This is an optimization exercise on Yosys and OpenROAD, whose aim is small area, not a production implementation. The RTL was checked by simulation tests, not by an equivalence proof against the original design. Power and IR drop assume default switching activity.

==> flow/design.v (excerpt) <==
module UNIT_FINAL(clk, reset, tr1, tr2, tr3, tr4, ov, uv, TEM, db, col1, col2, col3, col4,
            ad_in, adclk, cs_n, K_1, K_2, K_3, K_4, K_5, rcvd, sent,
            LED1, LED2, LED3, LED4, LED5, LED6, LED7, LED8, LED9, LED10);
	input	clk;
	input	reset;
	input	tr1, tr2, tr3, tr4;
	input	ov, db, uv, TEM;
	input	col1, col2, col3, col4;
	input	rcvd;
	input	ad_in;
	output	adclk, cs_n;
	output	sent;
	output	K_1, K_2, K_3, K_4, K_5;
	output	LED1, LED2, LED3, LED4, LED5, LED6, LED7, LED8, LED9, LED10;
	reg		LED1, LED2, LED3, LED4, LED5, LED6, LED7, LED8, LED9, LED10;
	reg		K_1, K_2, K_3, K_4;
	assign	K_5 = 1'b0;
	function [8:0] lfsr9;
		input [8:0] s;
		lfsr9 = {s[7:0], ~(s[8] ^ s[4])};
	endfunction
	function [13:0] lfsr14;
		input [13:0] s;
		lfsr14 = {s[12:0], ~(s[13] ^ s[4] ^ s[2] ^ s[0])};
	endfunction
	function [14:0] lfsr15;
		input [14:0] s;
		lfsr15 = {s[13:0], ~(s[14] ^ s[13])};
	endfunction
	function [15:0] updn16;
		input [15:0] v;
		input up;
		integer i;
		reg c;
		begin
		c = 1'b1;
		for(i = 0; i < 16; i = i + 1)
			begin
			updn16[i] = v[i] ^ c;
			c = c & (v[i] == up);
			end
		end
	endfunction
	function [8:0] updn9;
		input [8:0] v;
		input up;
		integer i;
		reg c;
		begin
		c = 1'b1;
		for(i = 0; i < 9; i = i + 1)
			begin
			updn9[i] = v[i] ^ c;
			c = c & (v[i] == up);
			end
		end
	endfunction
	localparam	[8:0]L9_400 = 9'h150;
	localparam	[13:0]L14_5000 = 14'h3C07;
	localparam	[13:0]L14_9500 = 14'h39F4;
	localparam	[13:0]L14_9999 = 14'h3FF3;
	localparam	[14:0]L15_20000 = 15'h45E6;
	reg		[7:0]fh;
	reg		[5:0]fl;
	reg		[4:0]fc;         
	reg		rx_rdy;          
	wire	fh_199 = fh[7] & fh[6] & fh[2] & fh[1] & fh[0];
	wire	fl_39 = fl[5] & fl[2] & fl[1] & fl[0];
	wire	fl_37 = fl[5] & fl[2] & ~fl[1] & fl[0];
	wire	fl_38 = fl[5] & fl[2] & fl[1] & ~fl[0];
	wire	fl_12 = ~fl[4] & fl[3] & fl[2] & ~fl[1] & ~fl[0];
	wire	fl_19 = ~fl[5] & fl[4] & ~fl[3] & ~fl[2] & fl[1] & fl[0];
	wire	fl_lt20 = ~(fl[5] | (fl[4] & (fl[3] | fl[2])));
	always@(posedge clk)
	begin
	if(reset)
		begin
		fh <= 8'd174;
		fl <= 6'd15;
		fc <= 5'd31;
		rx_rdy <= 1'b0;
		end
	else
		begin
		if(fl_39)
			begin
			fl <= 6'd0;
			if(fh_199)
				fh <= 8'd0;
			else
				fh <= fh + 1'b1;
			end
		else
			fl <= fl + 1'b1;
  ...
Size: about 1,900 cells after synthesis, ~34 I/O pins, roughly 0.015 mm² of cells after synthesis.
clock: 6.0 ns
lec_check: 0
cap_margin: 0
core_margin: 2
core_utilization: 75
cts_buf_list: sky130_fd_sc_hd__clkbuf_8
cts_cluster_diameter: 60
cts_cluster_size: 16
gpl_timing_driven: 0
slew_margin: 0
standard.sh (not shown) runs the stock make flow with config.mk's settings and CLKGATE_MAP_FILE= SYNTH_SCRIPT=/design/flow/synth_recipe.tcl, a recipe that flattens the netlist after the stock synthesis.
==> flow/flow/run.sh <==
#!/bin/bash
# Layout flow: the standard ORFS flow, with synthesis mapped for area.
# Synthesis runs the standard script (standard.sh synth, synth_recipe.tcl)
# with three ORFS settings changed:
#  - ABC_AREA=1 with an area-only ABC script (flow/abc_area.script:
#    deepsyn logic restructuring, then area-only cell mapping),
#  - ADDER_MAP_FILE empty: no full/half-adder cell extraction,
#  - SYNTH_OPERATIONS_ARGS set: no Kogge-Stone carry-lookahead mapping.
# Registers are mapped by dfflibmap before ABC, exactly as in the
# standard synthesis. After synthesis the standard flow runs, with the
# clock tree built without dummy loads (flow/cts_args) and buf_1 cells
# as the input and output port buffers.
set -euo pipefail
S="$PWD/scripts_area"
rm -rf "$S"
cp -r "$FLOW_HOME/scripts" "$S"
cp flow/abc_area.script "$S/abc_area.script"
bash standard.sh SCRIPTS_DIR="$S" ABC_AREA=1 ADDER_MAP_FILE= \
    SYNTH_OPERATIONS_ARGS=-nofsm synth > synth.log 2>&1
bash standard.sh "CTS_ARGS=$(cat flow/cts_args)" \
    "BUFFER_PORTS_ARGS=-buffer_cell sky130_fd_sc_hd__buf_1" > layout.log 2>&1
==> flow/flow/abc_area.script <==
strash
&get -n
&deepsyn -T 120
&put
dch -f
amap -m -F 2 -A 8
topo
stime -c
==> flow/flow/cts_args <==
-sink_clustering_enable -repair_clock_nets -sink_clustering_size 16 -sink_clustering_max_diameter 60 -buf_list sky130_fd_sc_hd__clkbuf_8 -dont_use_dummy_load
The baseline finished clean.
Change:
--- a/flow/config.mk
+++ b/flow/config.mk
@@ -10 +10 @@
-export CORE_UTILIZATION = 75
+export CORE_UTILIZATION = 65
Result: The changed run produced a clean layout; routed wire length is lower by about 2.7%; global-route usage decreases by 5.3 points; flip-flop and latch count stays the same; final cell count goes up by about 2%; combinational power stays flat; utilization fell by 9.4 points; via count drops by about 3%; clock-buffer cell count does not change; synthesized area does not change.


Another version of the RTL of UNIT_FINAL (not shown whole).
Size in the first run: roughly 2300 cells after synthesis, roughly 34 I/O pins, roughly 21000 µm² of cells after synthesis.
// UNIT_FINAL
module UNIT_FINAL(clk, reset, tr1, tr2, tr3, tr4, ov, uv, TEM, db, col1, col2, col3, col4,
            ad_in, adclk, cs_n, K_1, K_2, K_3, K_4, K_5, rcvd, sent,
            LED1, LED2, LED3, LED4, LED5, LED6, LED7, LED8, LED9, LED10);
	input	clk;
	input	reset;
	input	tr1, tr2, tr3, tr4;
	input	ov, db, uv, TEM;
	input	col1, col2, col3, col4;
	input	rcvd;
	input	ad_in;
	output	adclk, cs_n;
	output	sent;
	output	K_1, K_2, K_3, K_4, K_5;
	output	LED1, LED2, LED3, LED4, LED5, LED6, LED7, LED8, LED9, LED10;
	reg		LED1, LED2, LED3, LED4, LED5, LED6, LED7, LED8, LED9, LED10;
	reg		K_1, K_2, K_3, K_4;
	assign	K_5 = 1'b0;
	reg		[7:0]fh;
	reg		[5:0]fl;
	reg		[4:0]fc;         
	reg		rx_rdy;          
	always@(posedge clk)
	begin
	if(reset)
		begin
		fh <= 8'd174;
		fl <= 6'd15;
		fc <= 5'd31;
		rx_rdy <= 1'b0;
		end
	else
		begin
		if(fl == 6'd39)
			begin
			fl <= 6'd0;
			if(fh == 8'd199)
				fh <= 8'd0;
			else
				fh <= fh + 1'b1;
			end
		else
			fl <= fl + 1'b1;
		if(fh == 8'd199 && fl == 6'd37)           
			begin
			if(fc != 5'd30)
				fc <= fc + 1'b1;
			end
		if(fh == 8'd102 && fl == 6'd12)           
			rx_rdy <= 1'b1;
		end
	end
	wire	t1000 = (fh == 8'd24) && (fl == 6'd38);
	wire	t2000 = (fh == 8'd49) && (fl == 6'd38);
	wire	t3000 = (fh == 8'd74) && (fl == 6'd38);
	reg		[15:0]ad_sr;
	reg		[15:0]volt;
	assign	cs_n = ~((fh < 8'd17) || (fh == 8'd17 && fl < 6'd20));
	assign	adclk = ~((fh != 8'd0) && (fh < 8'd17) && (fl < 6'd20));
	always@(posedge clk)
	begin
	if(fh < 8'd16 && fl == 6'd19)
		ad_sr <= {ad_sr[14:0], ad_in};
	end
	always@(posedge clk)
	begin
	if(cs_n)
		volt <= ad_sr;
	end
	reg		rx_en;
	reg		[1:0]rcd;
	reg		[4:0]nb;
	reg		rx_err, over, rx_par;
	reg		[19:0]tsr;
	always@(posedge clk or negedge rx_en)
	begin
	if(!rx_en)
		rcd <= 2'b0;
	else
		rcd <= rcd + 1'b1;
	end
	always@(posedge clk or negedge rx_en)
	begin
	if(!rx_en)
		nb <= 5'b0;
	else if(rcd == 2'b11)
		nb <= nb + 1'b1;
	end
	wire	cap = (nb == 5'd22) && (rcd == 2'b11);
	wire	short_fr = (tsr[3:0] == 4'b1100 || tsr[3:0] == 4'b1000);
	wire	rx_shift = (rcd == 2'b01) &&
			((nb >= 5'd1 && nb <= 5'd4) || (nb == 5'd5 && !short_fr) ||
			 (nb >= 5'd6 && nb <= 5'd20));
	always@(posedge clk)
	begin
	if(reset)
		rx_en <= 1'b0;
	else if(rcvd && rx_rdy)
		rx_en <= 1'b1;
  ...
Settings: LEC_CHECK=0, CAP_MARGIN=20, CORE_MARGIN=2, CORE_UTILIZATION=55, CTS_BUF_LIST=sky130_fd_sc_hd__clkbuf_4, CTS_CLUSTER_DIAMETER=40, CTS_CLUSTER_SIZE=10, SLEW_MARGIN=20; clock period 6.0 ns.
run.sh (not shown) runs the stock make flow with config.mk's settings and CLKGATE_MAP_FILE= SYNTH_SCRIPT=/design/flow/synth_recipe.tcl, a recipe that flattens the netlist after the stock synthesis.
Stock flow here: none of the scripts above is used.
Rerun with:
Settings changed: CORE_UTILIZATION 55 to 40, CTS_BUF_LIST sky130_fd_sc_hd__clkbuf_4 to not set, CTS_CLUSTER_DIAMETER 40 to not set, CTS_CLUSTER_SIZE 10 to not set.
Result: Total power grows by 6.7%; die area grows by 37%; cell area grows by 2.3%; utilization shrinks by 16 points; non-clock buffer count grows by 3; final cell count grows by 4.9%; worst hold slack loses 200 ps; wire length grows by 2.2%; sequential cell count is unchanged; clock skew shrinks by 34 ps.

==> separate check: timing with driven ports <==
Ports are ideal in the flow. The routed layouts listed here were re-timed in OpenROAD.
Step 1 (the two cells are an assumption about what drives the block):
set clk [get_ports {clk}]
set_driving_cell -lib_cell sky130_fd_sc_hd__clkbuf_16 $clk
set_driving_cell -lib_cell sky130_fd_sc_hd__buf_2 [delete_from_list [all_inputs] $clk]
Step 2 moves the port delays by t, midway between the first and last clock arrival at a register: inputs arrive t later, outputs are due t later. That takes back most of the time a late clock gives input paths.
Three values: no drivers, after step 1, after step 2; two values: the first two.
run | t, ns | setup slack, ns | hold WS [ns]
the first run of note 1 | 0.619 | 0.845 / 0.845 / 0.845 | 0.156 / 0.156 / 0.156
the second run of note 1 | 0.622 | 0.896 / 0.896 / 0.896 | 0.152 / 0.152 / 0.152
the first run of note 2 | 0.881 | 1.733 / 1.680 / 2.234 | 0.314 / 0.314 / 0.314
the second run of note 2 | 0.612 | 2.028 / 1.971 / 2.045 | 0.119 / 0.119 / 0.119
After both steps every run listed still meets setup and hold.
